Background: an optimization exercise with open tools, aiming at small area, a short achievable clock period and few clock cycles. Do not read the settings as production practice. RTL that was checked went through simulation tests only; none was proved equivalent to the original. For runs 1, 2 and 6 to 8, only the layout was checked, not whether the RTL still works. No activity file was given, so power comes from the tool's default toggle rates.

==> flow/run.sh <==
#!/bin/bash
# synth_recipe.tcl (not shown) runs the flow's synth.tcl, then flattens the netlist and writes it again
# the make line also repeats each setting of config.mk as NAME=value (left out here)
make -C /OpenROAD-flow-scripts/flow DESIGN_CONFIG=/design/flow/config.mk WORK_HOME=/design/flow/orfs CLKGATE_MAP_FILE= SYNTH_SCRIPT=/design/flow/synth_recipe.tcl finish
==> flow/config.mk <==
export PLATFORM = sky130hd
export DESIGN_NAME = stackMultiCycle
export DESIGN_NICKNAME = stackMultiCycle
export VERILOG_FILES = /design/flow/design.v
export SDC_FILE = /design/flow/constraint.sdc
export NUM_CORES = 4
export LEC_CHECK = 0
export CAP_MARGIN = 20
export CORE_MARGIN = 2
export CORE_UTILIZATION = 70
export CTS_BUF_LIST = sky130_fd_sc_hd__clkbuf_8
export CTS_CLUSTER_DIAMETER = 50
export CTS_CLUSTER_SIZE = 20
export SETUP_SLACK_MARGIN = 1.8
export SLEW_MARGIN = 20
==> flow/constraint.sdc <==
create_clock -name core_clock -period 4.0 [get_ports {clk}]
set_input_delay 0.8000 -clock core_clock [delete_from_list [all_inputs] [get_ports {clk}]]
set_output_delay 0.8000 -clock core_clock [all_outputs]
set_load 0.01 [all_outputs]
==> flow/design.v <==
`timescale 1ps/1ps
module ALU (
    input  [7:0] a,
    input  [7:0] b,
    input        cin,
    output [7:0] out
    );
    wire [8:0] g0 = {a & b, cin};
    wire [8:0] p0 = {a ^ b, 1'b0};
    wire [8:0] g1, p1, g2, p2, g3, p3, g4;
    genvar i;
    generate
        for (i = 0; i < 9; i = i + 1) begin : ks
            if (i >= 1) begin
                assign g1[i] = g0[i] | (p0[i] & g0[i-1]);
                assign p1[i] = p0[i] & p0[i-1];
            end else begin
                assign g1[i] = g0[i];
                assign p1[i] = p0[i];
            end
            if (i >= 2) begin
                assign g2[i] = g1[i] | (p1[i] & g1[i-2]);
                assign p2[i] = p1[i] & p1[i-2];
            end else begin
                assign g2[i] = g1[i];
                assign p2[i] = p1[i];
            end
            if (i >= 4) begin
                assign g3[i] = g2[i] | (p2[i] & g2[i-4]);
                assign p3[i] = p2[i] & p2[i-4];
            end else begin
                assign g3[i] = g2[i];
                assign p3[i] = p2[i];
            end
            if (i >= 8) assign g4[i] = g3[i] | (p3[i] & g3[i-8]);
            else assign g4[i] = g3[i];
        end
    endgenerate
    assign out = p0[8:1] ^ g4[7:0];
endmodule
`timescale 1ps/1ps
module Stack #(parameter DEPTH = 62) (
    input            clk,
    input            dn,       
    input      [7:0] d_in,     
    output     [7:0] c0,       
    output     [7:0] c1        
    );
    reg [7:0] c [0:DEPTH-1];
    integer i;
    always @(posedge clk) begin
        c[0] <= ~(dn ? d_in : c[1]);
        for (i = 1; i < DEPTH-1; i = i + 1)
            c[i] <= ~(dn ? c[i-1] : c[i+1]);
        c[DEPTH-1] <= ~c[DEPTH-2];
    end
    assign c0 = ~c[0];
    assign c1 = c[1];
endmodule
`timescale 1ps/1ps
module stackMultiCycle(
	clk,
	rst,
	mem_addr,
	mem_rdata,
	mem_wdata,
	mem_we);
input clk,rst;
output [4:0] mem_addr;
input [7:0] mem_rdata;
output [7:0] mem_wdata;
output mem_we;
    reg  [4:0] addr;     
    reg  [4:0] pc;       
    reg        we;       
    reg        dcyc;     
    reg        d_push;   
    reg  [4:0] ja;       
    reg  [7:0] t, n;     
    reg        tz;       
    reg x_add, x_sub, x_and, x_not, x_jz, x_push;
    reg hit_r;           
    reg p_add, p_sub, p_and, p_not, p_jz, p_push, p_pop, p_jmp, p_hit;
    reg [4:0] p_a;
    reg o, dn_a, dn_h;
    reg  [7:0] c_valid;
    reg  [7:0] c_we;     
    reg  [1:0] c_tag  [0:7];
    reg  [7:0] c_data [0:7];
    assign mem_addr  = addr;
    assign mem_we    = we;
    assign mem_wdata = t;
    wire d_pop    = dcyc & ~d_push;
    wire taken    = x_jz & tz;
    wire miss     = x_push & ~hit_r;
    wire hit_now  = x_push & hit_r;
    wire push_now = hit_now | d_push;
    wire pop_now  = x_add | x_sub | x_and | d_pop;
    wire hold_now = ~(push_now | pop_now);
    wire o_next   = o ^ hold_now;
    wire [2:0] op     = mem_rdata[7:5];
    wire       r_add  = op == 3'b000;
    wire       r_sub  = op == 3'b001;
    wire       r_and  = op == 3'b010;
    wire       r_not  = op == 3'b011;
    wire       r_push = op == 3'b100;
    wire       r_pop  = op == 3'b101;
    wire       r_jmp  = op == 3'b110;
    wire       r_jz   = op == 3'b111;
    wire [2:0] ci     = mem_rdata[2:0];
    wire       r_hit  = c_valid[ci] & (c_tag[ci] == mem_rdata[4:3]);
    wire       f_ok   = ~dcyc & ~taken & ~miss;    
    wire       p_fill = ja[2:0] == p_a[2:0];
    wire       p_hitf = p_fill ? (ja[4:3] == p_a[4:3]) : p_hit;
    wire [4:0] seq = addr + 5'd1;
    integer k;
    always @(posedge clk, posedge rst) begin
        if (rst) begin
            addr    <= 5'd0;
            pc      <= 5'd0;
            we      <= 1'b0;
            dcyc    <= 1'b0;
            d_push  <= 1'b0;
            x_add   <= 1'b0;
            x_sub   <= 1'b0;
            x_and   <= 1'b0;
            x_not   <= 1'b0;
            x_jz    <= 1'b0;
            x_push  <= 1'b0;
            o       <= 1'b0;
            dn_a    <= 1'b1;
            dn_h    <= 1'b0;
            c_valid <= 8'd0;
            c_we    <= 8'd0;
        end else begin
            if (~dcyc) pc <= seq;
            o       <= o_next;
            c_valid <= c_valid | c_we;
            if (d_push) begin
                addr   <= (p_pop | p_jmp) ? p_a : pc;
                we     <= p_pop;
                dcyc   <= p_pop;
                d_push <= 1'b0;
                x_add  <= p_add;
                x_sub  <= p_sub;
                x_and  <= p_and;
                x_not  <= p_not;
                x_jz   <= p_jz;
                x_push <= p_push;
                dn_a   <= ~o_next & ~(p_pop | p_add | p_sub | p_and);
                dn_h   <= p_push & p_hitf;
                c_we   <= {8{p_pop}} & (8'd1 << p_a[2:0]);
            end else begin
                if (d_pop) addr <= pc;
                else if (taken | miss) addr <= ja;
                else if (r_pop | r_jmp) addr <= mem_rdata[4:0];
                else addr <= seq;
                we     <= f_ok & r_pop;
                dcyc   <= (f_ok & r_pop) | miss;
                d_push <= miss;
                x_add  <= f_ok & r_add;
                x_sub  <= f_ok & r_sub;
                x_and  <= f_ok & r_and;
                x_not  <= f_ok & r_not;
                x_jz   <= f_ok & r_jz;
                x_push <= f_ok & r_push;
                dn_a   <= miss | (~o_next & ~(f_ok & (r_pop | r_add | r_sub | r_and)));
                dn_h   <= f_ok & r_push & r_hit;
                c_we   <= ({8{f_ok & r_pop}} & (8'd1 << ci))
                        | ({8{miss}} & (8'd1 << ja[2:0]));
            end
        end
    end
    always @(posedge clk) begin
        hit_r <= d_push ? p_hitf : r_hit;
        p_add <= r_add;
        p_sub <= r_sub;
        p_and <= r_and;
        p_not <= r_not;
        p_jz  <= r_jz;
        p_push <= r_push;
        p_pop <= r_pop;
        p_jmp <= r_jmp;
        p_hit <= r_hit;
        p_a   <= mem_rdata[4:0];
        if (d_push) ja <= p_a;
        else if (f_ok) ja <= mem_rdata[4:0];
        for (k = 0; k < 8; k = k + 1)
            if (c_we[k]) begin
                c_tag[k]  <= ja[4:3];
                c_data[k] <= d_push ? mem_rdata : t;
            end
    end
    wire [7:0] c0, c1;
    Stack stk (.clk(clk), .dn(dn_a | dn_h), .d_in(o ? t : n), .c0(c0), .c1(c1));
    wire [7:0] n_pop = o ? c1 : c0;
    always @(posedge clk) begin
        n <= ({8{hold_now}} & n) | ({8{push_now}} & t) | ({8{pop_now}} & n_pop);
    end
    wire [7:0] arith;    
    ALU add0 (.a(t), .b(n ^ {8{x_sub}}), .cin(x_sub), .out(arith));
    wire [7:0] cval   = c_data[ja[2:0]];
    wire       t_keep = ~(dcyc | x_add | x_sub | x_and | x_not | hit_now);
    wire [7:0] t_or   = t | n;
    wire       z_sum  = ((t ^ n) ^ {t_or[6:0], 1'b0}) == 8'd0;    
    always @(posedge clk) begin
        t <= ({8{t_keep}}  & t)
           | ({8{d_push}}  & mem_rdata)
           | ({8{d_pop}}   & n)
           | ({8{x_add | x_sub}} & arith)
           | ({8{x_and}}   & (t & n))
           | ({8{x_not}}   & ~t)
           | ({8{hit_now}} & cval);
        tz <= (t_keep  & tz)
            | (d_push  & (mem_rdata == 8'd0))
            | (d_pop   & (n == 8'd0))
            | (x_add   & z_sum)
            | (x_sub   & (t == n))
            | (x_and   & ((t & n) == 8'd0))
            | (x_not   & (t == 8'hff))
            | (hit_now & (cval == 8'd0));
    end
endmodule
==> flow_summary.ini, run 1 <==
[run_status]
run_status = timing/DRC/antenna clean

[sta]
slew_viol_final = 0
worst_slew_pin_slew_ps = 1040
fin_crit_sh_pct = 54.9
min_period_ps = 2200
grt_setup_unrepaired = true
finalSetupViolations = 0
slew_headroom_pct = 30.2
setup_tns_ps = 0
holdWs_ps = 390
fin_worst_skew_ps = 43.8
hold_violations = 0
max_freq_mhz = 455

[critical_path]
cp_common_cell = xor2_1
worst-path-max-fanout = 7
critPathKind = flip-flop to flip-flop
cp_data_required_time_ps = 4490
endpoint_kind = flip-flop
path_cells = xor2_1, ha_1, and3_4, a211oi_4, o21ai_2, o41ai_2, xor2_1, o21ai_1
critical_path_arrival_ps = 2690
cp-start-kind = flip-flop
slowest_delay_ps = 550
worst_path_max_delay_cell = dfrtp_4

[cells_and_area]
drive_above_1_share_pct = 9.82
syn2layout_area_growth_pct = 7.99
fin_nets = 1755
antenna_cells = 0

[power]
power_density_mw_per_mm2 = 631
leakage_nw = 11.6
vdd_drop_max_mv = 0.660

[synthesis]
syn_nets = 1736
netlist_top_cells_count = dfxtp_1 (528), mux2i_1 (513), edfxtp_1 (85)
syn_avg_cell_area_um2 = 13.3
ys.flop_type = dfxtp_1
synthTopCellsByArea = dfxtp_1 (47%), mux2i_1 (23%), edfxtp_1 (11%)
synth_edf_count = 85
async_flop_share_pct = 5.84
synth_area_mm2 = 0.0226
synth_top_area_share_pct = 46.8
syn_inst = 1702
synth_cell_type_count = 60
synth_seq_cells = 651
seq_area_frac_synth_pct = 62.3
yosysWarnings = 5
synth_area_leader_cell = dfxtp_1
yosysMostFrequentCell = dfxtp_1

[detailed_routing]
drcViolationCount = 0
drt_pass1_iterations = 8
met3_length_um = 2430
route.detailed.wl_per_inst_um = 17.4
viasPerCell = 5.86
antenna_left = 0
route.met2.wl_um = 17000
vias = 12600
m1WireLength_um = 17100
drt_iter0_drc = 975
highest_layer = met4
wl_um = 37400

[placed_design]
gp_congestion = 0.908
io_buffer_count = 23
dpl.hpwl_um = 23500

[floorplan]
io_pins = 24
start_util_pct = 71.4
fp-row-count = 65
core_area_mm2 = 0.0316
die_x_um = 184
dieArea_mm2 = 0.0337
die_h_um = 184

[clock_tree]
clock_latency_ps = 630
root_buffer = clkbuf_8
hold_buffers = 0
clock_sinks = 651
htree_num_levels = 2
cts_tree = yes
clk_pin_slew_ps = 100
cts.path.max_buffers = 3
cts_made_buffers = 45

[hold_path]
holdCritPathClass = flip-flop to flip-flop

[global_routing]
grt_pass1_vias = 12400
grt_max_degree = 132
antenna_found_initial = 0
grtUsageTotal_pct = 22.6
grt_overflow = 0
grt_pass1_wl_um = 62300

[flow_run]
maxCapViolCount = 0
==> cell type report <==
cell class | instances | area (um2)
Timing Repair Buffer | 66 | 633
Multi-Input combinational cell | 923 | 8060
Inverter | 34 | 128
Clock buffer | 49 | 674
Sequential cell | 651 | 14100
Tap cell | 402 | 503
Clock inverter | 29 | 299
Fill cell | 2027 | 7230
==> path summary, 6_finish.rpt <==
path	depth (start not counted)	slack, ps	end	startpoint
min in group asynchronous	3	600	c_we[5]	rst
hold / removal	1	390	stk.c[61][1]	stk.c[60][1]
setup / recovery	8	1800	t[6]	x_sub
max in group asynchronous	3	2980	x_sub	rst
setup reg to reg	8	1800	t[6]	x_sub
hold reg to reg	1	390	stk.c[61][1]	stk.c[60][1]
==> registers in the layout (all words and copies together), names as in the netlist, 5 cells and up <==
| register | cells |
|---|---|
| addr | 5 |
| c_data | 64 |
| c_tag | 16 |
| c_valid | 8 |
| c_we | 8 |
| ja | 5 |
| n | 8 |
| p_a | 5 |
| pc | 5 |
| stk.c | 496 |
| t | 8 |
==> per-stage QoR <==
stage | instances | setup WS, ps | instance area (um2) | power (mW) | utilization (%)
after global placement | 2049 | 1190 | 23100 | 11.7 | 73.1
after floorplan | 1702 | 1780 | 22600 | 10.9 | -
final | 2154 | 1800 | 24400 | 15.4 | 77.2
after global routing | 2154 | 1700 | 24400 | 16.1 | 77.2
after detailed placement | 2049 | 1090 | 23100 | 11.8 | 73.1
after CTS | 2141 | 1780 | 24200 | 15.3 | 76.6
==> where the power goes <==
group	leakage (nW)	total [mW]	switching (mW)	internal, mW
sequential	5.68	7.69	0.520	7.17
clock	0.504	3.48	2.08	1.40
combinational	5.40	4.25	2.24	2.00
==> critical path, delay by kind of cell (launching register included) <==
family	cells	cell delay (ps)
AO/OA/AOI/OAI	4	690
XOR/XNOR	2	340
adder cells (fa/ha/maj)	1	300
flip-flops	1	550
AND/OR/NAND/NOR	1	190
==> cells by family after synthesis <==
logic type / Yosys count / share of synthesized area (%)
flip-flops: 651 / 62.3
multiplexers: 533 / 24.0
AND/OR/NAND/NOR: 187 / 4.18
AO/OA/AOI/OAI: 148 / 4.49
buffers and inverters: 128 / 2.49
XOR/XNOR: 31 / 1.20
adder cells (fa/ha/maj): 24 / 1.33
==> cells in the final DEF (no fill, tap or decap), types with 4 or more instances in the layout <==
cell type / count
a211oi_1: 9
nand2b_1: 9
a222oi_1: 8
a221o_1: 8
nor2_1: 55
buf_4: 34
inv_1: 42
dfxtp_1: 518
nor3b_1: 6
dlymetal6s2s_1: 5
clkinvlp_4: 6
mux2i_1: 513
nor2b_1: 5
a21oi_1: 34
o21ai_0: 30
nor4_1: 8
o21ai_1: 4
o221ai_1: 6
nor3_1: 16
mux2_2: 14
nand3b_1: 5
dfxtp_4: 8
nand4_1: 6
nand2_1: 37
edfxtp_1: 85
buf_12: 6
ha_1: 24
a221oi_1: 9
o22ai_1: 5
o31ai_1: 8
a32o_1: 4
xor2_1: 20
clkbuf_8: 49
dlygate4sd2_1: 11
nand3_1: 13
mux4_2: 5
dfrtp_1: 35
xnor2_1: 10
or2_2: 9
==> per-layer routing <==
| layer | track usage [%] | up-vias |
|---|---|---|
| li1 | - | 6139 |
| met1 | 31.5 | 6034 |
| met2 | 35.8 | 367 |
| met3 | 4.75 | 84 |
| met4 | 6.91 | 0 |
| met5 | 0 | - |
==> repair_timing <==
item                       4_1_cts  5_1_grt
setup endpoints to repair       33       44
gates cloned                     0        0
setup buffers                   14       13
resized for setup               40       24
pin swaps                        4       11
hold endpoints to repair         0        0
==> run 2, diff against run 1 <==
--- a/flow/config.mk
+++ b/flow/config.mk
@@ -11,5 +11,6 @@
 export CTS_BUF_LIST = sky130_fd_sc_hd__clkbuf_8
 export CTS_CLUSTER_DIAMETER = 50
 export CTS_CLUSTER_SIZE = 20
-export SETUP_SLACK_MARGIN = 1.8
+export PLACE_DENSITY = 0.9
+export SETUP_SLACK_MARGIN = 1.9
 export SLEW_MARGIN = 20
==> flow_summary.ini, run 2 <==
[critical_path]
cp_data_required_time_ps = 4440
worst_path_max_delay_cell = dfrtp_4
cp-start-kind = flip-flop
worst-path-max-fanout = 6
path_delay_family = compound AO/OA/AOI/OAI gates
path_buf_inv = 0
critPathKind = flip-flop to flip-flop
endpoint_kind = flip-flop
slowest_delay_ps = 560
path_cells = xor2_1, ha_1, nand2_2, o311ai_4, o21ai_1, xnor2_1, o221ai_1
critical_path_arrival_ps = 2670

[synthesis]
synth_xor_area_share_pct = 1.20
yosysMostFrequentCell = dfxtp_1
yosysWarnings = 5
seq_area_frac_synth_pct = 62.3
async_flop_share_pct = 5.84
synth_top_family_by_area = multiplexers
synthTopCellsByArea = dfxtp_1 (47%), mux2i_1 (23%), edfxtp_1 (11%)
synth_area_mm2 = 0.0226
ys.flop_type = dfxtp_1
synth_seq_cells = 651
synthSimpleGateAreaFrac_pct = 4.18
synth_cell_type_count = 60
syn_avg_cell_area_um2 = 13.3
synth_compound_area_share_pct = 4.49
synthAdderAreaFrac_pct = 1.33
syn_nets = 1736
synth_area_leader_cell = dfxtp_1
syn_inst = 1702
netlist_top_cells_count = dfxtp_1 (528), mux2i_1 (513), edfxtp_1 (85)
synth_top_area_share_pct = 46.8
muxShareOfSynthArea_pct = 24.0
synth_edf_count = 85

[clock_tree]
htree_num_levels = 2
clock_latency_ps = 590
cts_made_buffers = 45
cts_tree = yes
clock_sinks = 651
root_buffer = clkbuf_8
clk_pin_slew_ps = 110
cts.path.max_buffers = 3
hold_buffers = 0

[floorplan]
die_x_um = 184
core_area_mm2 = 0.0316
dieArea_mm2 = 0.0337
io_pins = 24
fp-row-count = 65
start_util_pct = 71.4
die_h_um = 184

[power]
pwr-share-comb_pct = 29.5
p_int_mw = 10.6
power_density_mw_per_mm2 = 632
clock_power_share_pct = 21.3
leakage_nw = 11.6
vdd_drop_max_mv = 0.622
pwr-share-seq_pct = 49.3
p_sw_mw = 4.94
switching_share_pct = 31.8

[detailed_routing]
vias = 13000
antenna_left = 0
route.detailed.wl_per_inst_um = 18.1
wl_um = 39300
viasPerCell = 5.98
route.met2.wl_um = 18200
drt_iter0_drc = 1106
drt_pass1_iterations = 8
highest_layer = met4
m1WireLength_um = 17000
drcViolationCount = 0
met3_length_um = 3040

[placed_design]
dp_cells = 2047
dpl.hpwl_um = 23800
gp_congestion = 0.930
place_ws_ps = 935
placed_cell_area_mm2 = 0.0231
io_buffer_count = 23

[cells_and_area]
syn2layout_area_growth_pct = 8.68
fin_nets = 1774
drive_above_1_share_pct = 11.5
post_layout_nonfiller_instances = 2168
largest_register_ff_count = 496
nFillCells = 1860
finalInstanceArea_mm2 = 0.0246
regMostFlops = stk.c
largestRegisters = stk.c (496), c_data (64), c_tag (16)
final_cell_mix = dfxtp_1 (518), mux2i_1 (513), edfxtp_1 (85)
final_common_cell = dfxtp_1

[sta]
grt_setup_unrepaired = true
hold_violations = 0
setup_tns_ps = 0
finalSetupViolations = 0
slew_viol_final = 0
max_freq_mhz = 449
fin_worst_skew_ps = 31.8
holdWs_ps = 387
min_period_ps = 2230
worst_slew_pin_slew_ps = 1000
fin_crit_sh_pct = 55.7
slew_headroom_pct = 33.1
finalWorstSetupSlack_ps = 1770

[global_routing]
grt_max_degree = 151
grt_pass1_wl_um = 64100
grt_overflow = 0
grtUsageTotal_pct = 23.2
antenna_found_initial = 0
grt_pass1_vias = 12900

[hold_path]
holdCritPathClass = flip-flop to flip-flop

[flow_run]
maxCapViolCount = 0

[run_status]
run_status = timing/DRC/antenna clean
-- run 2: cell count changes in the layout (fill, tap and decap cells not counted), moves of 3 or more --
cell             previous run  this run
dlymetal6s2s_1              5         1
inv_6                       3         6
buf_4                      34        48
clkdlybuf4s15_2             0         3
buf_6                       3         6
o21ai_0                    30        25
clkinvlp_4                  6         2
o21ai_1                     4         8
-- run 2: logic make-up after synthesis --
family                   Yosys count
flip-flops                       651
buffers and inverters            128
XOR/XNOR                          31
adder cells (fa/ha/maj)           24
AO/OA/AOI/OAI                    148
AND/OR/NAND/NOR                  187
multiplexers                     533
-- run 2: power by group through the flow --
stage          Sequential [mW]  Clock [mW]  Combinational [mW]
2_1_floorplan             7.58           0                3.37
3_3_place_gp              7.81           0                3.85
3_5_place_dp              7.82           0                3.97
4_1_cts                   7.62        3.39                4.30
5_1_grt                   7.69        3.65                4.88
6_report                  7.65        3.31                4.57
-- run 2: layer usage --
layer,global-route usage (%),up-vias
li1,-,6177
met1,31.2,6199
met2,37.5,473
met3,5.13,110
met4,8.03,0
met5,0,-
-- run 2: timing repair --
action / 4_1_cts / 5_1_grt
gates resized for setup: 72 / 26
setup buffers: 34 / 14
pin swaps: 16 / 17
endpoints found under the setup margin: 37 / 27
-- run 2: layout make-up --
class,instances,area [um2],area share (%)
sequential,651,14100,57.5
multi-input combinational,923,8140,33.2
timing repair buffer,85,783,3.19
clock buffer,48,661,2.69
tap,402,503,2.05
clock inverter,24,229,0.932
inverter,34,128,0.520
antenna,1,2.50,0.0102
-- run 2: metrics by stage --
stage                     total power [mW]  utilization (%)
after floorplan                       11.0                -
after global placement                11.7             73.0
after detailed placement              11.8             73.0
after CTS                             15.3             77.0
after global routing                  16.2             77.6
final                                 15.5             77.6
-- run 2: worst paths after layout --
kind | from | cells after the start | slack, ps | end
setup reg to reg | x_sub | 7 | 1770 | t[7]
setup / recovery | x_sub | 7 | 1770 | t[7]
hold / removal | stk.c[60][5] | 1 | 390 | stk.c[61][5]
min in group asynchronous | rst | 3 | 640 | addr[0]
max in group asynchronous | rst | 3 | 2940 | x_sub
hold reg to reg | stk.c[60][5] | 1 | 390 | stk.c[61][5]
-- run 2: worst register-to-register path, cell delays in order (launching register included) --
cell and delay [ps]:
dfrtp_4 560, xor2_1 200, ha_1 430, nand2_2 120, o311ai_4 340, o21ai_1 110
xnor2_1 180, o221ai_1 150
==> run 3, diff against run 2 <==
--- a/flow/design.v
+++ b/flow/design.v
@@ -197,8 +197,9 @@
     always @(posedge clk) begin
         n <= ({8{hold_now}} & n) | ({8{push_now}} & t) | ({8{pop_now}} & n_pop);
     end
-    wire [7:0] arith;    
-    ALU add0 (.a(t), .b(n ^ {8{x_sub}}), .cin(x_sub), .out(arith));
+    wire [7:0] sum, diff;
+    ALU add0 (.a(t), .b(n),  .cin(1'b0), .out(sum));
+    ALU sub0 (.a(t), .b(~n), .cin(1'b1), .out(diff));
     wire [7:0] cval   = c_data[ja[2:0]];
     wire       t_keep = ~(dcyc | x_add | x_sub | x_and | x_not | hit_now);
     wire [7:0] t_or   = t | n;
@@ -207,7 +208,8 @@
         t <= ({8{t_keep}}  & t)
            | ({8{d_push}}  & mem_rdata)
            | ({8{d_pop}}   & n)
-           | ({8{x_add | x_sub}} & arith)
+           | ({8{x_add}}   & sum)
+           | ({8{x_sub}}   & diff)
            | ({8{x_and}}   & (t & n))
            | ({8{x_not}}   & ~t)
            | ({8{hit_now}} & cval);
--- a/flow/config.mk
+++ b/flow/config.mk
@@ -12,5 +12,5 @@
 export CTS_CLUSTER_DIAMETER = 50
 export CTS_CLUSTER_SIZE = 20
 export PLACE_DENSITY = 0.9
-export SETUP_SLACK_MARGIN = 1.9
+export SETUP_SLACK_MARGIN = 2.0
 export SLEW_MARGIN = 20
==> flow_summary.ini, run 3 <==
[critical_path]
rr_endpoint = t[5]
cp-start-kind = flip-flop
r2r_cells = 11
cp_data_required_time_ps = 4500
critical_path_arrival_ps = 2640
cp-endpoint = t[5]
r2r_slack_ps = 1860
critPathKind = flip-flop to flip-flop
worst-path-max-fanout = 4
cp-startpoint = t[0]
endpoint_kind = flip-flop
reg2reg_from = t[0]

[floorplan]
fp-row-count = 66
die_h_um = 184
core_area_mm2 = 0.0323
die_x_um = 184
start_util_pct = 70.5
io_pins = 24
dieArea_mm2 = 0.0340

[hold_path]
holdCritPathClass = flip-flop to flip-flop

[detailed_routing]
viasPerCell = 5.89
drt_iter0_drc = 960
route.detailed.wl_per_inst_um = 18.2
antenna_left = 0
wl_um = 40700
drcViolationCount = 0
drt_pass1_iterations = 8
vias = 13200

[synthesis]
synthTopCellsByArea = dfxtp_1 (46%), mux2i_1 (22%), edfxtp_1 (11%)
async_flop_share_pct = 5.84
synth_cell_type_count = 67
syn_avg_cell_area_um2 = 13.1
synth_area_mm2 = 0.0228
synth_top_area_share_pct = 46.4
syn_inst = 1742
netlist_top_cells_count = dfxtp_1 (528), mux2i_1 (510), edfxtp_1 (85)
synth_edf_count = 85
synth_seq_cells = 651
yosysMostFrequentCell = dfxtp_1
synth_area_leader_cell = dfxtp_1
yosysWarnings = 5
ys.flop_type = dfxtp_1
seq_area_frac_synth_pct = 61.8
syn_nets = 1777

[cells_and_area]
final_cell_mix = dfxtp_1 (514), mux2i_1 (510), edfxtp_1 (85)
largest_register_ff_count = 496
largestRegisters = stk.c (496), c_data (64), c_tag (16)
nFillCells = 1948
finalInstanceArea_mm2 = 0.0250
drive_above_1_share_pct = 13.7
final_common_cell = dfxtp_1
syn2layout_area_growth_pct = 9.78
post_layout_nonfiller_instances = 2239
fin_nets = 1805
regMostFlops = stk.c
antenna_cells = 0
utilization_pct = 77.4

[sta]
max_freq_mhz = 468
finalSetupViolations = 0
finalWorstSetupSlack_ps = 1860
slew_viol_final = 0
fin_worst_skew_ps = 29.9
slew_headroom_pct = 34.1
setup_tns_ps = 0
fin_crit_sh_pct = 53.4
worst_slew_pin_slew_ps = 989
grt_setup_unrepaired = true
holdWs_ps = 389
hold_violations = 0
min_period_ps = 2140

[clock_tree]
cts.path.max_buffers = 3
cts_tree = yes
root_buffer = clkbuf_8
htree_num_levels = 2
clock_sinks = 651
clock_latency_ps = 620
clk_pin_slew_ps = 100
cts_made_buffers = 46
hold_buffers = 0

[placed_design]
dp_cells = 2118
dpl.hpwl_um = 25200
gp_congestion = 0.956
placed_cell_area_mm2 = 0.0233
io_buffer_count = 23
place_ws_ps = 1050

[power]
power_density_mw_per_mm2 = 666
power_mw = 16.6
leakage_nw = 11.7
vdd_drop_max_mv = 0.655
clock_power_share_pct = 22.4
pwr-share-seq_pct = 46.0
p_sw_mw = 5.34
switching_share_pct = 32.1
p_int_mw = 11.3
pwr-share-comb_pct = 31.5

[global_routing]
grt_pass1_vias = 13300
grt_pass1_wl_um = 66400
grtUsageTotal_pct = 24.1
grt_overflow = 0
grt_max_degree = 138
antenna_found_initial = 0

[run_status]
run_status = timing/DRC/antenna clean

[flow_run]
maxCapViolCount = 0
## run 3: changes by cell type in the layout (fill, tap and decap cells not counted), sizes merged, moves of 7 or more
cell         change
nand2           +10
xor2             -9
xnor2            +8
a21oi            +7
buf              +7
dlygate4sd2      -7
## run 3: power by group through the flow
stage	registers [mW]	logic (mW)	clock network (mW)
final	7.66	5.25	3.73
after global routing	7.70	5.59	4.05
after CTS	7.64	5.00	3.81
after detailed placement	7.85	4.39	0
after global placement	7.83	4.31	0
after floorplan	7.60	3.68	0
## run 3: cell families (layout without fill, tap and decap cells)
group	after synthesis	after routing	synth area share, %
AOI/OAI and AO/OA	165	165	5.04
xor gates and xnor gates	30	30	1.15
adders and majority gates	25	25	1.37
buffers and inverters	137	192	2.63
DFF	651	651	61.8
muxes	526	526	23.4
and+or+nand+nor	208	208	4.56
## run 3: worst min-delay path by stage
stage	start	end	slack, ps	cells after the start
finish	stk.c[60][2]	stk.c[61][2]	390	1
global route	stk.c[60][2]	stk.c[61][2]	410	1
CTS	stk.c[60][2]	stk.c[61][2]	390	1
detailed placement	stk.c[60][4]	stk.c[61][4]	370	1
global placement	stk.c[60][7]	stk.c[61][7]	360	1
floorplan	stk.c[60][0]	stk.c[61][0]	350	1
## run 3: layout make-up
type	count	area, um2	share of cell area [%]
Clock inverter	25	358	1.43
Inverter	37	143	0.571
Sequential cell	651	14100	56.5
Multi-Input combinational cell	954	8410	33.6
Timing Repair Buffer	80	708	2.83
Clock buffer	50	688	2.75
Tap cell	442	553	2.21
## run 3: layer usage
| layer | GRT usage (%) | share of wire, % | vias to the layer above |
|---|---|---|---|
| met5 | 0 | 0 | - |
| met4 | 9.70 | 3.5 | 0 |
| met3 | 3.71 | 5.5 | 128 |
| met2 | 39.8 | 48 | 430 |
| met1 | 32.0 | 43 | 6340 |
| li1 | - | - | 6290 |
## run 3: repair_timing
item / 4_1_cts / 5_1_grt
gates resized for setup: 129 / 32
pin swaps: 11 / 11
endpoints found under the setup margin: 89 / 56
setup buffers: 39 / 7
## run 3: critical path, cell delays in order, from the launching register on
cell,delay (ps)
dfxtp_4,380
buf_12,110
clkinvlp_4,150
buf_4,170
buf_6,110
ha_4,170
o21bai_4,140
a21oi_2,70
o21ai_2,100
xnor2_1,100
a221o_1,290
a221o_1,250
Testbench counts of run 3, summed over its fixed seeds: cycles 48,074.
==> run 4, diff against run 3 <==
--- a/flow/config.mk
+++ b/flow/config.mk
@@ -12,5 +12,5 @@
 export CTS_CLUSTER_DIAMETER = 50
 export CTS_CLUSTER_SIZE = 20
 export PLACE_DENSITY = 0.9
-export SETUP_SLACK_MARGIN = 2.0
+export SETUP_SLACK_MARGIN = 1.9
 export SLEW_MARGIN = 20
==> flow_summary.ini, run 4 <==
[placed_design]
io_buffer_count = 23
gp_congestion = 0.901
dpl.hpwl_um = 24900
place_ws_ps = 1080

[global_routing]
grt_pass1_vias = 13100
grt_max_degree = 172
antenna_found_initial = 0
grt_pass1_wl_um = 65100
grtUsageTotal_pct = 23.5
grt_overflow = 0

[power]
power_density_mw_per_mm2 = 659
vdd_drop_max_mv = 0.523
leakage_nw = 11.6

[cells_and_area]
largest_register_ff_count = 496
final_cell_mix = dfxtp_1 (515), mux2i_1 (510), edfxtp_1 (85)
nFillCells = 1989
drive_above_1_share_pct = 12.1
syn2layout_area_growth_pct = 8.76
antenna_cells = 0
regMostFlops = stk.c
fin_nets = 1798
final_common_cell = dfxtp_1
largestRegisters = stk.c (496), c_data (64), c_tag (16)

[synthesis]
syn_nets = 1777
syn_avg_cell_area_um2 = 13.1
seq_area_frac_synth_pct = 61.8
synthTopCellsByArea = dfxtp_1 (46%), mux2i_1 (22%), edfxtp_1 (11%)
synth_area_mm2 = 0.0228
synth_top_area_share_pct = 46.4
ys.flop_type = dfxtp_1
async_flop_share_pct = 5.84
yosysWarnings = 5
syn_inst = 1742
synth_edf_count = 85
synth_cell_type_count = 67
synth_seq_cells = 651
netlist_top_cells_count = dfxtp_1 (528), mux2i_1 (510), edfxtp_1 (85)
yosysMostFrequentCell = dfxtp_1
synth_area_leader_cell = dfxtp_1

[detailed_routing]
route.detailed.wl_per_inst_um = 18.0
drcViolationCount = 0
viasPerCell = 5.82
wl_um = 40100
vias = 13000
antenna_left = 0
drt_pass1_iterations = 7
drt_iter0_drc = 812

[critical_path]
cp_data_required_time_ps = 3200
cp-start-kind = flip-flop
cp-startpoint = t[4]
r2r_slack_ps = 1900
endpoint_kind = output pin
cp-endpoint = mem_wdata[4]
reg2reg_from = ja[1]
rr_endpoint = tz
critPathKind = flip-flop to output pin
critical_path_arrival_ps = 1320
r2r_cells = 6
worst-path-max-fanout = 3

[run_status]
run_status = timing/DRC/antenna clean

[sta]
finalSetupViolations = 0
grt_setup_unrepaired = true
hold_violations = 0
worst_slew_pin_slew_ps = 1040
slew_headroom_pct = 30.4
finalWorstSetupSlack_ps = 1880
min_period_ps = 2120
slew_viol_final = 0
setup_tns_ps = 0
fin_crit_sh_pct = 53.0
max_freq_mhz = 471
fin_worst_skew_ps = 37.9

[flow_run]
maxCapViolCount = 0

[floorplan]
fp-row-count = 66
die_h_um = 184
io_pins = 24
dieArea_mm2 = 0.0340
start_util_pct = 70.5
core_area_mm2 = 0.0323
die_x_um = 184

[clock_tree]
clock_sinks = 651
cts_made_buffers = 46
root_buffer = clkbuf_8
clk_pin_slew_ps = 110
cts_tree = yes
cts.path.max_buffers = 3
clock_latency_ps = 630
htree_num_levels = 2

[hold_path]
holdCritPathClass = flip-flop to flip-flop
run 4: how the worst min path moves through the flow:
stage | endpoint | cells after the start | slack, ps | startpoint
after floorplan | stk.c[61][0] | 1 | 350 | stk.c[60][0]
after global placement | stk.c[61][1] | 1 | 360 | stk.c[60][1]
after detailed placement | stk.c[61][5] | 1 | 360 | stk.c[60][5]
after CTS | stk.c[61][4] | 1 | 390 | stk.c[60][4]
after global routing | stk.c[61][4] | 1 | 400 | stk.c[60][4]
final | stk.c[61][4] | 1 | 390 | stk.c[60][4]
run 4: cell type report:
class,count,area (um2),area share [%]
Multi-Input combinational cell,954,8290,33.5
Timing Repair Buffer,73,654,2.64
Clock inverter,26,318,1.28
Tap cell,442,553,2.23
Clock buffer,49,674,2.72
Inverter,37,143,0.576
Sequential cell,651,14100,57.0
run 4: critical path, cell delays in order, from the launching register on:
cell and delay, ps:
dfxtp_4 370, buf_12 120, clkdlybuf4s15_1 220
run 4: metal layers:
metal / global-route usage (%) / wire [um] / share of wire (%)
met1: 30.7 / 16700 / 42
met2: 39.3 / 19400 / 48
met3: 4.09 / 2640 / 6.6
met4: 8.74 / 1340 / 3.3
met5: 0 / 0 / 0
run 4: metrics by stage:
step / utilization [%] / total power, mW / instances / area [um2] / hold WS [ps]
3_5_place_dp: 71.9 / 12.2 / 2118 / 23200 / 363
5_1_grt: 76.7 / 17.0 / 2232 / 24800 / 401
3_3_place_gp: 71.9 / 12.1 / 2118 / 23200 / 357
4_1_cts: 76.0 / 16.1 / 2222 / 24600 / 392
2_1_floorplan: - / 11.3 / 1742 / 22800 / 352
6_report: 76.7 / 16.3 / 2232 / 24800 / 387
run 4: what timing repair did:
item / in CTS / in global routing
gates resized for setup: 72 / 41
hold buffers: 0 / 0
endpoints found under the setup margin: 44 / 50
buffers inserted: 29 / 9
gates cloned: 0 / 1
pin swaps: 3 / 11
run 4: power by group:
group | switching (mW) | total [mW] | internal [mW]
combinational | 2.68 | 5.05 | 2.37
clock | 2.11 | 3.59 | 1.48
sequential | 0.471 | 7.66 | 7.19
total | 5.26 | 16.3 | 11.0
run 4: logic make-up after synthesis:
family | count (synthesis) | share of synthesized area, %
DFF | 651 | 61.8
adders and majority gates | 25 | 1.37
buffers and inverters | 137 | 2.63
xor gates and xnor gates | 30 | 1.15
muxes | 526 | 23.4
and+or+nand+nor | 208 | 4.56
AOI/OAI and AO/OA | 165 | 5.04
==> run 5, diff against run 4 <==
--- a/flow/config.mk
+++ b/flow/config.mk
@@ -11,6 +11,6 @@
 export CTS_BUF_LIST = sky130_fd_sc_hd__clkbuf_8
 export CTS_CLUSTER_DIAMETER = 50
 export CTS_CLUSTER_SIZE = 20
-export PLACE_DENSITY = 0.9
+export PLACE_DENSITY = 0.95
 export SETUP_SLACK_MARGIN = 1.9
 export SLEW_MARGIN = 20
==> flow_summary.ini, run 5 <==
[synthesis]
netlist_top_cells_count = dfxtp_1 (528), mux2i_1 (510), edfxtp_1 (85)
syn_nets = 1777
synth_top_area_share_pct = 46.4
synthTopCellsByArea = dfxtp_1 (46%), mux2i_1 (22%), edfxtp_1 (11%)
yosysWarnings = 5
synth_area_leader_cell = dfxtp_1
synth_edf_count = 85
async_flop_share_pct = 5.84
synth_seq_cells = 651
seq_area_frac_synth_pct = 61.8
syn_avg_cell_area_um2 = 13.1
synth_area_mm2 = 0.0228
yosysMostFrequentCell = dfxtp_1
ys.flop_type = dfxtp_1
synth_cell_type_count = 67
syn_inst = 1742

[critical_path]
slowest_delay_ps = 370
critPathKind = flip-flop to flip-flop
cp-endpoint = t[6]
rr_endpoint = t[6]
r2r_cells = 9
r2r_slack_ps = 1850
critical_path_arrival_ps = 2630
cp_data_required_time_ps = 4480
reg2reg_from = t[0]
cp-startpoint = t[0]
cp-start-kind = flip-flop
worst-path-max-fanout = 4
path_cells = buf_6, clkinvlp_4, ha_4, nor2b_1, o211ai_1, a311o_1, a21oi_1, o21a_1, o221ai_1
endpoint_kind = flip-flop
worst_path_max_delay_cell = dfxtp_4

[detailed_routing]
met3_length_um = 2780
wl_um = 39800
route.met2.wl_um = 19000
route.detailed.wl_per_inst_um = 17.8
vias = 13100
m1WireLength_um = 16500
drcViolationCount = 0
drt_pass1_iterations = 8
highest_layer = met5
drt_iter0_drc = 1122
antenna_left = 0
viasPerCell = 5.88

[power]
vdd_drop_max_mv = 0.651
leakage_nw = 11.6
power_density_mw_per_mm2 = 657
power_mw = 16.2

[floorplan]
fp-row-count = 66
start_util_pct = 70.5
io_pins = 24
die_h_um = 184
dieArea_mm2 = 0.0340
die_x_um = 184
core_area_mm2 = 0.0323

[clock_tree]
clock_sinks = 651
clk_pin_slew_ps = 110
htree_num_levels = 2
clock_latency_ps = 620
cts.path.max_buffers = 3
cts_tree = yes
cts_made_buffers = 44
hold_buffers = 0
root_buffer = clkbuf_8

[sta]
grt_setup_unrepaired = true
fin_worst_skew_ps = 43.1
slew_viol_final = 0
max_freq_mhz = 466
slew_headroom_pct = 34.9
hold_violations = 0
setup_tns_ps = 0
min_period_ps = 2150
finalSetupViolations = 0
fin_crit_sh_pct = 53.7
worst_slew_pin_slew_ps = 977

[global_routing]
grt_pass1_vias = 13400
grtUsageTotal_pct = 23.6
grt_pass1_wl_um = 65300
grt_max_degree = 125
antenna_found_initial = 3
grt_overflow = 0

[cells_and_area]
drive_above_1_share_pct = 12.3
multiInputGateArea_mm2 = 0.00832
largest_register_ff_count = 496
fin_nets = 1794
finalInstanceArea_mm2 = 0.0247
seq_area_mm2 = 0.0141
utilization_pct = 76.6
regMostFlops = stk.c
syn2layout_area_growth_pct = 8.64
final_common_cell = dfxtp_1
final_cell_mix = dfxtp_1 (514), mux2i_1 (510), edfxtp_1 (85)
largestRegisters = stk.c (496), c_data (64), c_tag (16)
nFillCells = 1882

[placed_design]
io_buffer_count = 23
gp_congestion = 0.952
dpl.hpwl_um = 25200
placed_cell_area_mm2 = 0.0232

[flow_run]
maxCapViolCount = 0

[hold_path]
holdCritPathClass = flip-flop to flip-flop

[run_status]
run_status = timing/DRC/antenna clean
-- run 5: cell counts after synthesis --
No cell type changed its count.
-- run 5: how the worst min path moves through the flow --
stage                      start      endpoint  cells past startpoint
floorplan           stk.c[60][0]  stk.c[61][0]                      1
global placement    stk.c[60][4]  stk.c[61][4]                      1
detailed placement  stk.c[60][4]  stk.c[61][4]                      1
CTS                 stk.c[60][7]  stk.c[61][7]                      1
global route        stk.c[60][7]  stk.c[61][7]                      1
finish              stk.c[60][7]  stk.c[61][7]                      1
-- run 5: worst max-delay path, delay by kind of cell (launching register included) --
family	cells	cell delay [ps]
simple gates	1	170
buf+inv	2	290
flops	1	370
fa+ha+maj	1	320
compound gates	5	860
-- run 5: routing by layer --
metal / GRT usage, % / up-vias
met5: 0 / -
met2: 39.2 / 500
met3: 4.80 / 165
met1: 30.2 / 6206
li1: - / 6245
met4: 10.0 / 2
-- run 5: report_power, final --
part	total [mW]	switching [mW]	internal (mW)
Sequential	7.66	0.460	7.20
Combinational	5.06	2.71	2.35
Clock	3.51	2.05	1.46
Total	16.2	5.22	11.0
-- run 5: metrics by stage --
step | hold slack [ps] | cells | worst slack (ps)
6_report | 372 | 2231 | 1850
5_1_grt | 385 | 2230 | 1730
4_1_cts | 378 | 2221 | 1770
3_5_place_dp | 365 | 2117 | 976
3_3_place_gp | 360 | 2117 | 1130
2_1_floorplan | 352 | 1742 | 1840
-- run 5: final cells by class --
type                            instances  area share, %
Antenna cell                            2         0.0202
Clock buffer                           46           2.56
Clock inverter                         28           1.34
Inverter                               37          0.577
Multi-Input combinational cell        954           33.6
Sequential cell                       651           57.1
Tap cell                              442           2.24
Timing Repair Buffer                   71           2.50
-- run 5: cell families (layout without fill, tap and decap cells) --
| group | after synthesis | count (layout) | share of synthesized area, % |
|---|---|---|---|
| fa+ha+maj | 25 | 25 | 1.37 |
| xor+xnor | 30 | 30 | 1.15 |
| flops | 651 | 651 | 61.8 |
| simple gates | 208 | 208 | 4.56 |
| other cells | 0 | 2 | 0 |
| mux | 526 | 526 | 23.4 |
| compound gates | 165 | 165 | 5.04 |
| buf+inv | 137 | 182 | 2.63 |
-- run 5: timing repair --
action	4_1_cts	5_1_grt
buffers inserted	30	8
endpoints found under the setup margin	48	43
pin swaps	4	9
cloned	0	0
resized for setup	84	42
==> run 6, diff against run 5 <==
--- a/flow/design.v
+++ b/flow/design.v
@@ -83,6 +83,8 @@
     reg p_add, p_sub, p_and, p_not, p_jz, p_push, p_pop, p_jmp, p_hit;
     reg [4:0] p_a;
     reg o, dn_a, dn_h;
+    reg        b_v;
+    reg  [4:0] b_j, b_t;
     reg  [7:0] c_valid;
     reg  [7:0] c_we;     
     reg  [1:0] c_tag  [0:7];
@@ -112,7 +114,10 @@
     wire       f_ok   = ~dcyc & ~taken & ~miss;    
     wire       p_fill = ja[2:0] == p_a[2:0];
     wire       p_hitf = p_fill ? (ja[4:3] == p_a[4:3]) : p_hit;
-    wire [4:0] seq = addr + 5'd1;
+    wire [4:0] seq  = addr + 5'd1;
+    wire [4:0] nseq = (b_v & (seq == b_j)) ? b_t : seq;           
+    wire       b_ok = b_v & ~(we & (addr == b_j));                
+    wire [4:0] npc  = (b_ok & (pc == b_j)) ? b_t : pc;
     integer k;
     always @(posedge clk, posedge rst) begin
         if (rst) begin
@@ -132,12 +137,15 @@
             dn_h    <= 1'b0;
             c_valid <= 8'd0;
             c_we    <= 8'd0;
+            b_v     <= 1'b0;
         end else begin
+            if (f_ok & r_jmp) b_v <= 1'b1;
+            else b_v <= b_ok;
             if (~dcyc) pc <= seq;
             o       <= o_next;
             c_valid <= c_valid | c_we;
             if (d_push) begin
-                addr   <= (p_pop | p_jmp) ? p_a : pc;
+                addr   <= (p_pop | p_jmp) ? p_a : npc;
                 we     <= p_pop;
                 dcyc   <= p_pop;
                 d_push <= 1'b0;
@@ -151,10 +159,10 @@
                 dn_h   <= p_push & p_hitf;
                 c_we   <= {8{p_pop}} & (8'd1 << p_a[2:0]);
             end else begin
-                if (d_pop) addr <= pc;
+                if (d_pop) addr <= npc;
                 else if (taken | miss) addr <= ja;
                 else if (r_pop | r_jmp) addr <= mem_rdata[4:0];
-                else addr <= seq;
+                else addr <= nseq;
                 we     <= f_ok & r_pop;
                 dcyc   <= (f_ok & r_pop) | miss;
                 d_push <= miss;
@@ -183,6 +191,10 @@
         p_jmp <= r_jmp;
         p_hit <= r_hit;
         p_a   <= mem_rdata[4:0];
+        if (f_ok & r_jmp) begin
+            b_j <= addr;
+            b_t <= mem_rdata[4:0];
+        end
         if (d_push) ja <= p_a;
         else if (f_ok) ja <= mem_rdata[4:0];
         for (k = 0; k < 8; k = k + 1)
--- a/flow/config.mk
+++ b/flow/config.mk
@@ -11,6 +11,5 @@
 export CTS_BUF_LIST = sky130_fd_sc_hd__clkbuf_8
 export CTS_CLUSTER_DIAMETER = 50
 export CTS_CLUSTER_SIZE = 20
-export PLACE_DENSITY = 0.95
-export SETUP_SLACK_MARGIN = 1.9
+export SETUP_SLACK_MARGIN = 1.8
 export SLEW_MARGIN = 20
==> flow_summary.ini, run 6 <==
[critical_path]
critPathKind = primary input to flip-flop
cp_data_required_time_ps = 4560
cp-start-kind = primary input
endpoint_kind = flip-flop
critical_path_arrival_ps = 2740
worst-path-max-fanout = 9

[cells_and_area]
utilization_pct = 76.8
drive_above_1_share_pct = 11.2
largestRegisters = stk.c (496), c_data (64), c_tag (16)
fin_nets = 1838
syn2layout_area_growth_pct = 8.99
regMostFlops = stk.c
largest_register_ff_count = 496
antenna_cells = 0
nFillCells = 2193
final_common_cell = dfxtp_1
final_cell_mix = dfxtp_1 (513), mux2i_1 (502), edfxtp_1 (95)

[sta]
fin_crit_sh_pct = 54.7
setup_tns_ps = 0
grt_setup_unrepaired = true
slew_viol_final = 0
min_period_ps = 2190
slew_headroom_pct = 36.7
finalSetupViolations = 0
worst_slew_pin_slew_ps = 949
fin_worst_skew_ps = 21.8
hold_violations = 0
finalWorstSetupSlack_ps = 1810
max_freq_mhz = 457

[run_status]
run_status = timing/DRC/antenna clean

[synthesis]
yosysMostFrequentCell = dfxtp_1
syn_avg_cell_area_um2 = 13.1
seq_area_frac_synth_pct = 61.4
ys.flop_type = dfxtp_1
syn_nets = 1825
async_flop_share_pct = 5.89
synth_seq_cells = 662
synthTopCellsByArea = dfxtp_1 (45%), mux2i_1 (21%), edfxtp_1 (12%)
netlist_top_cells_count = dfxtp_1 (528), mux2i_1 (503), edfxtp_1 (95)
synth_edf_count = 95
yosysWarnings = 5
syn_inst = 1790
synth_area_leader_cell = dfxtp_1
synth_area_mm2 = 0.0235
synth_cell_type_count = 77
synth_top_area_share_pct = 45.1

[clock_tree]
htree_num_levels = 2
clk_pin_slew_ps = 110
clock_latency_ps = 620
cts_made_buffers = 47
clock_sinks = 662
root_buffer = clkbuf_8
cts.path.max_buffers = 3
hold_buffers = 0
cts_tree = yes

[floorplan]
core_area_mm2 = 0.0333
io_pins = 24
die_h_um = 187
dieArea_mm2 = 0.0350
die_x_um = 187
fp-row-count = 67
start_util_pct = 70.5

[placed_design]
io_buffer_count = 23
dpl.hpwl_um = 26100
gp_congestion = 0.945
place_ws_ps = 932

[detailed_routing]
drt_iter0_drc = 848
antenna_left = 0
drcViolationCount = 0
wl_um = 39900
route.detailed.wl_per_inst_um = 17.5
viasPerCell = 5.77
drt_pass1_iterations = 7
vias = 13200

[global_routing]
grt_overflow = 0
grt_busiest_layer = met2
grt_util_met1_pct = 30.2
grtUsageTotal_pct = 23.2
grt_pass1_wl_um = 67100
grt_pass1_vias = 13400
gr-usage-met3_pct = 3.85
grt_use_met2_pct = 39.3
grt_max_degree = 80
antenna_found_initial = 0

[hold_path]
holdCritPathClass = flip-flop to flip-flop

[power]
clock_power_share_pct = 22.7
p_int_mw = 11.4
p_sw_mw = 5.24
pwr-share-comb_pct = 30.3
leakage_nw = 11.9
vdd_drop_max_mv = 0.451
switching_share_pct = 31.6
pwr-share-seq_pct = 47.0
power_density_mw_per_mm2 = 650

[flow_run]
maxCapViolCount = 0
run 6: worst paths after layout:
| kind | endpoint | from | slack [ps] | depth (start not counted) |
|---|---|---|---|---|
| setup / recovery | addr[3] | mem_rdata[6] | 1810 | 6 |
| hold / removal | stk.c[61][2] | stk.c[60][2] | 380 | 1 |
| setup reg to reg | addr[1] | addr[0] | 1840 | 7 |
| hold reg to reg | stk.c[61][2] | stk.c[60][2] | 380 | 1 |
| max in group asynchronous | addr[4] | rst | 2990 | 3 |
| min in group asynchronous | c_valid[7] | rst | 600 | 3 |
run 6: cells by family after synthesis:
| group | Yosys count | synth area share, % |
|---|---|---|
| adder cells (fa/ha/maj) | 25 | 1.33 |
| buffers and inverters | 143 | 2.42 |
| multiplexers | 525 | 23.1 |
| XOR/XNOR | 41 | 1.60 |
| AND/OR/NAND/NOR | 226 | 4.99 |
| AO/OA/AOI/OAI | 168 | 5.19 |
| flip-flops | 662 | 61.4 |
run 6: through the flow:
| step | total power, mW | hold WS [ps] | cell area, um2 | instances |
|---|---|---|---|---|
| finish | 16.6 | 384 | 25600 | 2281 |
| global route | 17.4 | 398 | 25600 | 2281 |
| CTS | 16.5 | 387 | 25400 | 2272 |
| detailed placement | 12.6 | 364 | 24100 | 2180 |
| global placement | 12.5 | 360 | 24100 | 2180 |
| floorplan | 11.6 | 352 | 23500 | 1790 |
run 6: power by group through the flow:
stage / sequential, mW / clock (mW) / combinational (mW)
3_3_place_gp: 7.96 / 0 / 4.50
4_1_cts: 7.81 / 3.89 / 4.79
2_1_floorplan: 7.73 / 0 / 3.83
3_5_place_dp: 7.98 / 0 / 4.59
6_report: 7.81 / 3.77 / 5.03
5_1_grt: 7.87 / 4.12 / 5.40
run 6: area by class of cell:
type	instances	area [um2]	share of cell area (%)
inverter	43	169	0.661
clock inverter	31	405	1.59
tap	448	561	2.19
sequential	662	14400	56.5
timing repair buffer	64	647	2.53
multi-input combinational	985	8670	33.9
clock buffer	48	661	2.58
run 6: metal layers:
metal	wire, um	vias to the layer above
met2	19200	307
met1	17400	6337
met4	1300	0
met3	2000	97
met5	0	-
li1	-	6429
run 6: critical path: stages:
cell and delay [ps]:
clkdlybuf4s50_1 700, nor2b_2 340, o21a_1 310, a21oi_2 60, o41ai_1 330, a221o_1 200
run 6: what timing repair did:
item                                    in CTS  in global routing
endpoints found under the setup margin      35                 18
hold endpoints to repair                     0                  0
pin swaps                                    4                  7
gates cloned                                 0                  0
buffers inserted                            13                  9
resized for setup                           61                 32
==> run 7, diff against run 6 <==
--- a/flow/design.v
+++ b/flow/design.v
@@ -82,9 +82,7 @@
     reg hit_r;           
     reg p_add, p_sub, p_and, p_not, p_jz, p_push, p_pop, p_jmp, p_hit;
     reg [4:0] p_a;
-    reg o, dn_a, dn_h;
-    reg        b_v;
-    reg  [4:0] b_j, b_t;
+    reg o, dn;
     reg  [7:0] c_valid;
     reg  [7:0] c_we;     
     reg  [1:0] c_tag  [0:7];
@@ -114,10 +112,7 @@
     wire       f_ok   = ~dcyc & ~taken & ~miss;    
     wire       p_fill = ja[2:0] == p_a[2:0];
     wire       p_hitf = p_fill ? (ja[4:3] == p_a[4:3]) : p_hit;
-    wire [4:0] seq  = addr + 5'd1;
-    wire [4:0] nseq = (b_v & (seq == b_j)) ? b_t : seq;           
-    wire       b_ok = b_v & ~(we & (addr == b_j));                
-    wire [4:0] npc  = (b_ok & (pc == b_j)) ? b_t : pc;
+    wire [4:0] seq = addr + 5'd1;
     integer k;
     always @(posedge clk, posedge rst) begin
         if (rst) begin
@@ -133,19 +128,15 @@
             x_jz    <= 1'b0;
             x_push  <= 1'b0;
             o       <= 1'b0;
-            dn_a    <= 1'b1;
-            dn_h    <= 1'b0;
+            dn      <= 1'b1;
             c_valid <= 8'd0;
             c_we    <= 8'd0;
-            b_v     <= 1'b0;
         end else begin
-            if (f_ok & r_jmp) b_v <= 1'b1;
-            else b_v <= b_ok;
             if (~dcyc) pc <= seq;
             o       <= o_next;
             c_valid <= c_valid | c_we;
             if (d_push) begin
-                addr   <= (p_pop | p_jmp) ? p_a : npc;
+                addr   <= (p_pop | p_jmp) ? p_a : pc;
                 we     <= p_pop;
                 dcyc   <= p_pop;
                 d_push <= 1'b0;
@@ -155,14 +146,14 @@
                 x_not  <= p_not;
                 x_jz   <= p_jz;
                 x_push <= p_push;
-                dn_a   <= ~o_next & ~(p_pop | p_add | p_sub | p_and);
-                dn_h   <= p_push & p_hitf;
+                dn     <= (~o_next & ~(p_pop | p_add | p_sub | p_and))
+                        | (p_push & p_hitf);
                 c_we   <= {8{p_pop}} & (8'd1 << p_a[2:0]);
             end else begin
-                if (d_pop) addr <= npc;
+                if (d_pop) addr <= pc;
                 else if (taken | miss) addr <= ja;
                 else if (r_pop | r_jmp) addr <= mem_rdata[4:0];
-                else addr <= nseq;
+                else addr <= seq;
                 we     <= f_ok & r_pop;
                 dcyc   <= (f_ok & r_pop) | miss;
                 d_push <= miss;
@@ -172,8 +163,8 @@
                 x_not  <= f_ok & r_not;
                 x_jz   <= f_ok & r_jz;
                 x_push <= f_ok & r_push;
-                dn_a   <= miss | (~o_next & ~(f_ok & (r_pop | r_add | r_sub | r_and)));
-                dn_h   <= f_ok & r_push & r_hit;
+                dn     <= miss | (~o_next & ~(f_ok & (r_pop | r_add | r_sub | r_and)))
+                        | (f_ok & r_push & r_hit);
                 c_we   <= ({8{f_ok & r_pop}} & (8'd1 << ci))
                         | ({8{miss}} & (8'd1 << ja[2:0]));
             end
@@ -191,10 +182,6 @@
         p_jmp <= r_jmp;
         p_hit <= r_hit;
         p_a   <= mem_rdata[4:0];
-        if (f_ok & r_jmp) begin
-            b_j <= addr;
-            b_t <= mem_rdata[4:0];
-        end
         if (d_push) ja <= p_a;
         else if (f_ok) ja <= mem_rdata[4:0];
         for (k = 0; k < 8; k = k + 1)
@@ -204,7 +191,7 @@
             end
     end
     wire [7:0] c0, c1;
-    Stack stk (.clk(clk), .dn(dn_a | dn_h), .d_in(o ? t : n), .c0(c0), .c1(c1));
+    Stack stk (.clk(clk), .dn(dn), .d_in(o ? t : n), .c0(c0), .c1(c1));
     wire [7:0] n_pop = o ? c1 : c0;
     always @(posedge clk) begin
         n <= ({8{hold_now}} & n) | ({8{push_now}} & t) | ({8{pop_now}} & n_pop);
--- a/flow/config.mk
+++ b/flow/config.mk
@@ -11,5 +11,6 @@
 export CTS_BUF_LIST = sky130_fd_sc_hd__clkbuf_8
 export CTS_CLUSTER_DIAMETER = 50
 export CTS_CLUSTER_SIZE = 20
-export SETUP_SLACK_MARGIN = 1.8
+export PLACE_DENSITY = 0.9
+export SETUP_SLACK_MARGIN = 1.9
 export SLEW_MARGIN = 20
==> flow_summary.ini, run 7 <==
[run_status]
run_status = timing/DRC/antenna clean

[global_routing]
grt_pass1_vias = 13600
grt_pass1_wl_um = 68500
antenna_found_initial = 2
grtUsageTotal_pct = 25.0
grt_max_degree = 68
grt_overflow = 0

[critical_path]
r2r_cells = 7
critPathKind = flip-flop to flip-flop
rr_endpoint = tz
worst-path-max-fanout = 6
critical_path_arrival_ps = 2810
cp-start-kind = flip-flop
reg2reg_from = ja[0]
endpoint_kind = flip-flop
cp_data_required_time_ps = 4540
r2r_slack_ps = 1720

[placed_design]
dpl.hpwl_um = 26200
place_ws_ps = 666
gp_congestion = 0.993
io_buffer_count = 23
placed_cell_area_mm2 = 0.0234

[detailed_routing]
drt_iter0_drc = 992
drcViolationCount = 0
wl_um = 41900
antenna_left = 0
vias = 13300
drt_pass1_iterations = 8
route.detailed.wl_per_inst_um = 18.5
viasPerCell = 5.86

[synthesis]
synth_cell_type_count = 68
syn_nets = 1787
yosysMostFrequentCell = dfxtp_1
yosysWarnings = 5
synth_area_leader_cell = dfxtp_1
synth_top_area_share_pct = 46.5
syn_avg_cell_area_um2 = 13.0
async_flop_share_pct = 5.69
ys.flop_type = dfxtp_1
netlist_top_cells_count = dfxtp_1 (528), mux2i_1 (499), edfxtp_1 (85)
seq_area_frac_synth_pct = 61.8
synthTopCellsByArea = dfxtp_1 (46%), mux2i_1 (22%), edfxtp_1 (11%)
synth_edf_count = 85
synth_area_mm2 = 0.0227
syn_inst = 1752
synth_seq_cells = 650

[cells_and_area]
syn2layout_area_growth_pct = 10.4
final_common_cell = dfxtp_1
fin_nets = 1834
largest_register_ff_count = 496
regMostFlops = stk.c
drive_above_1_share_pct = 13.6
nFillCells = 1895
finalInstanceArea_mm2 = 0.0251
final_cell_mix = dfxtp_1 (514), mux2i_1 (498), edfxtp_1 (85)
largestRegisters = stk.c (496), c_data (64), c_tag (16)

[clock_tree]
htree_num_levels = 2
clock_sinks = 650
clk_pin_slew_ps = 110
cts_tree = yes
clock_latency_ps = 610
root_buffer = clkbuf_8
hold_buffers = 0
cts.path.max_buffers = 3
cts_made_buffers = 45

[floorplan]
die_x_um = 184
dieArea_mm2 = 0.0339
start_util_pct = 70.4
io_pins = 24
die_h_um = 184
fp-row-count = 66
core_area_mm2 = 0.0323

[sta]
max_freq_mhz = 439
worst_slew_pin_slew_ps = 977
slew_viol_final = 0
holdWs_ps = 383
fin_worst_skew_ps = 32.5
slew_headroom_pct = 34.2
setup_tns_ps = 0
fin_crit_sh_pct = 56.9
min_period_ps = 2280
finalSetupViolations = 0
finalWorstSetupSlack_ps = 1720
hold_violations = 0
grt_setup_unrepaired = true

[flow_run]
maxCapViolCount = 0

[power]
leakage_nw = 10.6
vdd_drop_max_mv = 0.446
power_density_mw_per_mm2 = 646

[hold_path]
holdCritStartpoint = stk.c[60][5]
hold_depth = 1
hold-path-endpoint = stk.c[61][5]
holdCritPathClass = flip-flop to flip-flop
[run 7: cell types whose count changed after synthesis, sizes merged, moves of 6 or more]
| cell | previous run | this run |
|---|---|---|
| mux4 | 11 | 5 |
| nand3 | 30 | 13 |
| a221oi | 5 | 12 |
| edfxtp | 95 | 85 |
| o211ai | 5 | 12 |
| or3 | 7 | 1 |
| buf | 54 | 60 |
| xnor2 | 26 | 14 |
| a21oi | 32 | 21 |
| nor2 | 46 | 53 |
[run 7: final cells by class]
| cell class | instances | area (um2) | share of cell area [%] |
|---|---|---|---|
| sequential | 650 | 14100 | 56.2 |
| multi-input combinational | 960 | 8420 | 33.6 |
| timing repair buffer | 102 | 932 | 3.71 |
| clock buffer | 48 | 661 | 2.63 |
| tap | 442 | 553 | 2.20 |
| clock inverter | 26 | 269 | 1.07 |
| inverter | 40 | 155 | 0.618 |
| antenna | 2 | 5.00 | 0.0199 |
[run 7: worst max path at each step]
stage	start	end	slack, ps	cells after the start
final	ja[0]	tz	1720	7
after CTS	ja[0]	tz	1710	7
after floorplan	mem_rdata[1]	dn	1810	7
after detailed placement	mem_rdata[0]	dn	670	7
after global placement	mem_rdata[0]	dn	840	7
after global routing	ja[0]	tz	1680	7
[run 7: kinds of logic (layout without fill, tap and decap cells)]
| family | count (synthesis) | in the layout | synth area share [%] |
|---|---|---|---|
| AO/OA/AOI/OAI | 168 | 168 | 5.32 |
| AND/OR/NAND/NOR | 221 | 221 | 4.81 |
| multiplexers | 518 | 518 | 23.2 |
| adder cells (fa/ha/maj) | 25 | 25 | 1.38 |
| XOR/XNOR | 28 | 28 | 1.08 |
| other | 0 | 2 | 0 |
| buffers and inverters | 142 | 216 | 2.46 |
| flip-flops | 650 | 650 | 61.8 |
[run 7: stage by stage]
stage / cells / power [mW] / utilization [%]
4_1_cts: 2258 / 16.1 / 77.2
3_5_place_dp: 2137 / 12.1 / 72.5
3_3_place_gp: 2137 / 12.0 / 72.5
6_report: 2270 / 16.2 / 77.7
2_1_floorplan: 1752 / 11.1 / -
5_1_grt: 2270 / 16.9 / 77.7
[run 7: repair_timing]
action / 4_1_cts / 5_1_grt
setup buffers: 47 / 9
resized for setup: 83 / 44
cloned: 0 / 1
hold endpoints to repair: 0 / 0
setup endpoints to repair: 63 / 27
pin swaps: 10 / 11
[run 7: per-layer routing]
| layer | GRT usage, % | routed length (um) |
|---|---|---|
| met2 | 39.9 | 19500 |
| met3 | 5.10 | 2920 |
| met5 | 0 | 0 |
| met4 | 11.6 | 1670 |
| met1 | 33.1 | 17900 |
[run 7: where the power goes]
group          switching [mW]  total [mW]  internal, mW  leakage [nW]
Clock                    2.06        3.44          1.38         0.498
Combinational            2.81        5.22          2.41          4.44
Sequential              0.426        7.55          7.13          5.67
[run 7: critical path: stages (launching register included)]
cell	delay (ps)
edfxtp_1	430
buf_6	160
mux2_4	310
nand2_1	80
a21oi_1	80
o32a_1	390
or4_4	550
o41ai_2	200
==> run 8, diff against run 7 <==
==> flow/flow/run.sh (new file) <==
#!/bin/bash
# Standard layout, with port buffers of a plain buffer cell and resizing not
# held to the same cell footprint. Each tool's output goes to standard.log.
set -euo pipefail
bash standard.sh MATCH_CELL_FOOTPRINT=0 "BUFFER_PORTS_ARGS=-buffer_cell sky130_fd_sc_hd__buf_4" finish > standard.log 2>&1
==> flow/standard.sh (new file) <==
#!/bin/bash
# synth_recipe.tcl (not shown) runs the flow's synth.tcl, then flattens the netlist and writes it again
# the make line also repeats each setting of config.mk as NAME=value (left out here)
make -C /OpenROAD-flow-scripts/flow DESIGN_CONFIG=/design/flow/config.mk WORK_HOME=/design/flow/orfs CLKGATE_MAP_FILE= SYNTH_SCRIPT=/design/flow/synth_recipe.tcl "${@:-finish}"
removed: flow/run.sh
==> flow_summary.ini, run 8 <==
[synthesis]
synth_seq_cells = 650
yosysWarnings = 5
syn_nets = 1787
syn_avg_cell_area_um2 = 13.0
ys.flop_type = dfxtp_1
syn_inst = 1752
yosysMostFrequentCell = dfxtp_1
synth_area_leader_cell = dfxtp_1
netlist_top_cells_count = dfxtp_1 (528), mux2i_1 (499), edfxtp_1 (85)
synth_top_area_share_pct = 46.5
synth_edf_count = 85
synthTopCellsByArea = dfxtp_1 (46%), mux2i_1 (22%), edfxtp_1 (11%)

[detailed_routing]
route.detailed.wl_per_inst_um = 18.8
viasPerCell = 5.91
drt_pass1_iterations = 7
wl_um = 42000
drcViolationCount = 0

[cells_and_area]
largest_register_ff_count = 496
largestRegisters = stk.c (496), c_data (64), c_tag (16)
final_common_cell = dfxtp_1
drive_above_1_share_pct = 11.7
nFillCells = 1973
antenna_cells = 0
regMostFlops = stk.c
post_layout_nonfiller_instances = 2231
fin_nets = 1795

[critical_path]
cp_data_required_time_ps = 4500
reg2reg_from = ja[0]
worst-path-max-fanout = 13
rr_endpoint = tz
endpoint_kind = flip-flop
r2r_slack_ps = 1760
r2r_cells = 7
critPathKind = flip-flop to flip-flop

[sta]
fin_worst_skew_ps = 54.8
max_freq_mhz = 447
grt_setup_unrepaired = true
worst_slew_pin_slew_ps = 1200
hold_violations = 0
min_period_ps = 2240
slew_headroom_pct = 19.1
holdWs_ps = 299
finalSetupViolations = 0

[run_status]
run_status = timing/DRC/antenna clean

[power]
leakage_nw = 10.4
vdd_drop_max_mv = 0.427
power_density_mw_per_mm2 = 642

[clock_tree]
clock_sinks = 650
cts_made_buffers = 44
htree_num_levels = 2
root_buffer = clkbuf_8
clock_latency_ps = 620
hold_buffers = 0
clk_pin_slew_ps = 120
cts_tree = yes
cts.path.max_buffers = 3

[global_routing]
grt_pass1_wl_um = 68200
grt_overflow = 0
antenna_found_initial = 0
grt_pass1_vias = 13400

[placed_design]
gp_congestion = 0.944
dpl.hpwl_um = 26600
io_buffer_count = 23
placed_cell_area_mm2 = 0.0233
dp_cells = 2130

[floorplan]
die_x_um = 184
die_h_um = 184
fp-row-count = 66
io_pins = 24

[flow_run]
maxCapViolCount = 0

[hold_path]
holdCritPathClass = primary input to async pin
[run 8: cell counts after synthesis]
Identical to the previous run, type by type.
[run 8: per-layer routing]
| layer | up-vias | global-route usage (%) | share of wire (%) |
|---|---|---|---|
| met4 | 0 | 9.41 | 3.2 |
| li1 | 6299 | - | - |
| met1 | 6320 | 33.0 | 43 |
| met5 | - | 0 | 0 |
| met2 | 456 | 41.1 | 48 |
| met3 | 117 | 4.35 | 6.2 |
[run 8: how the worst max path moves through the flow]
stage                      start    to  slack, ps  cells after the start
CTS                        ja[0]    tz       1730                      7
global route               ja[2]  t[4]       1670                      8
finish                     ja[0]    tz       1760                      7
floorplan           mem_rdata[1]    dn       1810                      7
global placement           ja[0]    tz       1150                      7
detailed placement         ja[0]    tz       1140                      7
[run 8: stage by stage]
stage | total power [mW] | utilization (%) | setup WS (ps)
global placement | 12.0 | 72.1 | 1150
floorplan | 11.1 | - | 1810
finish | 15.8 | 76.3 | 1760
global route | 16.5 | 76.3 | 1670
CTS | 15.7 | 75.8 | 1730
detailed placement | 12.0 | 72.1 | 1140
[run 8: layout make-up]
class,instances,area (um2),share of cell area (%)
sequential,650,14100,57.2
clock buffer,49,674,2.74
tap,442,553,2.24
timing repair buffer,64,582,2.36
clock inverter,26,245,0.995
multi-input combinational,960,8340,33.9
inverter,40,153,0.619
[run 8: logic make-up (layout without fill, tap and decap cells)]
| logic type | after synthesis | after routing | synth area share [%] |
|---|---|---|---|
| and+or+nand+nor | 221 | 221 | 4.81 |
| muxes | 518 | 518 | 23.2 |
| buffers and inverters | 142 | 179 | 2.46 |
| AOI/OAI and AO/OA | 168 | 168 | 5.32 |
| xor gates and xnor gates | 28 | 28 | 1.08 |
| adders and majority gates | 25 | 25 | 1.38 |
| DFF | 650 | 650 | 61.8 |
[run 8: critical path, cell delays in order, from the launching register on]
cell	delay, ps
edfxtp_1	470
buf_4	220
mux2i_1	220
o2bb2ai_1	110
a211oi_2	300
nor2_1	110
or4_1	520
o41ai_2	190
[run 8: timing repair]
action                                  CTS  global route
gates resized for setup                  36            22
buffers inserted                         18             8
pin swaps                                 4             3
endpoints found under the setup margin   46            29
[run 8: power by group]
part | total (mW) | switching [mW] | leakage (nW) | internal [mW]
Combinational | 4.86 | 2.63 | 4.20 | 2.23
Sequential | 7.59 | 0.474 | 5.66 | 7.12
Clock | 3.37 | 2.05 | 0.491 | 1.32

Check on run 8: ideal ports give 1.765 ns setup slack; a clkbuf_16 on the clock port and buf_2 on the inputs give 1.765 ns; moving port delays by the midpoint clock arrival (0.641 ns) as well gives 1.342 ns.
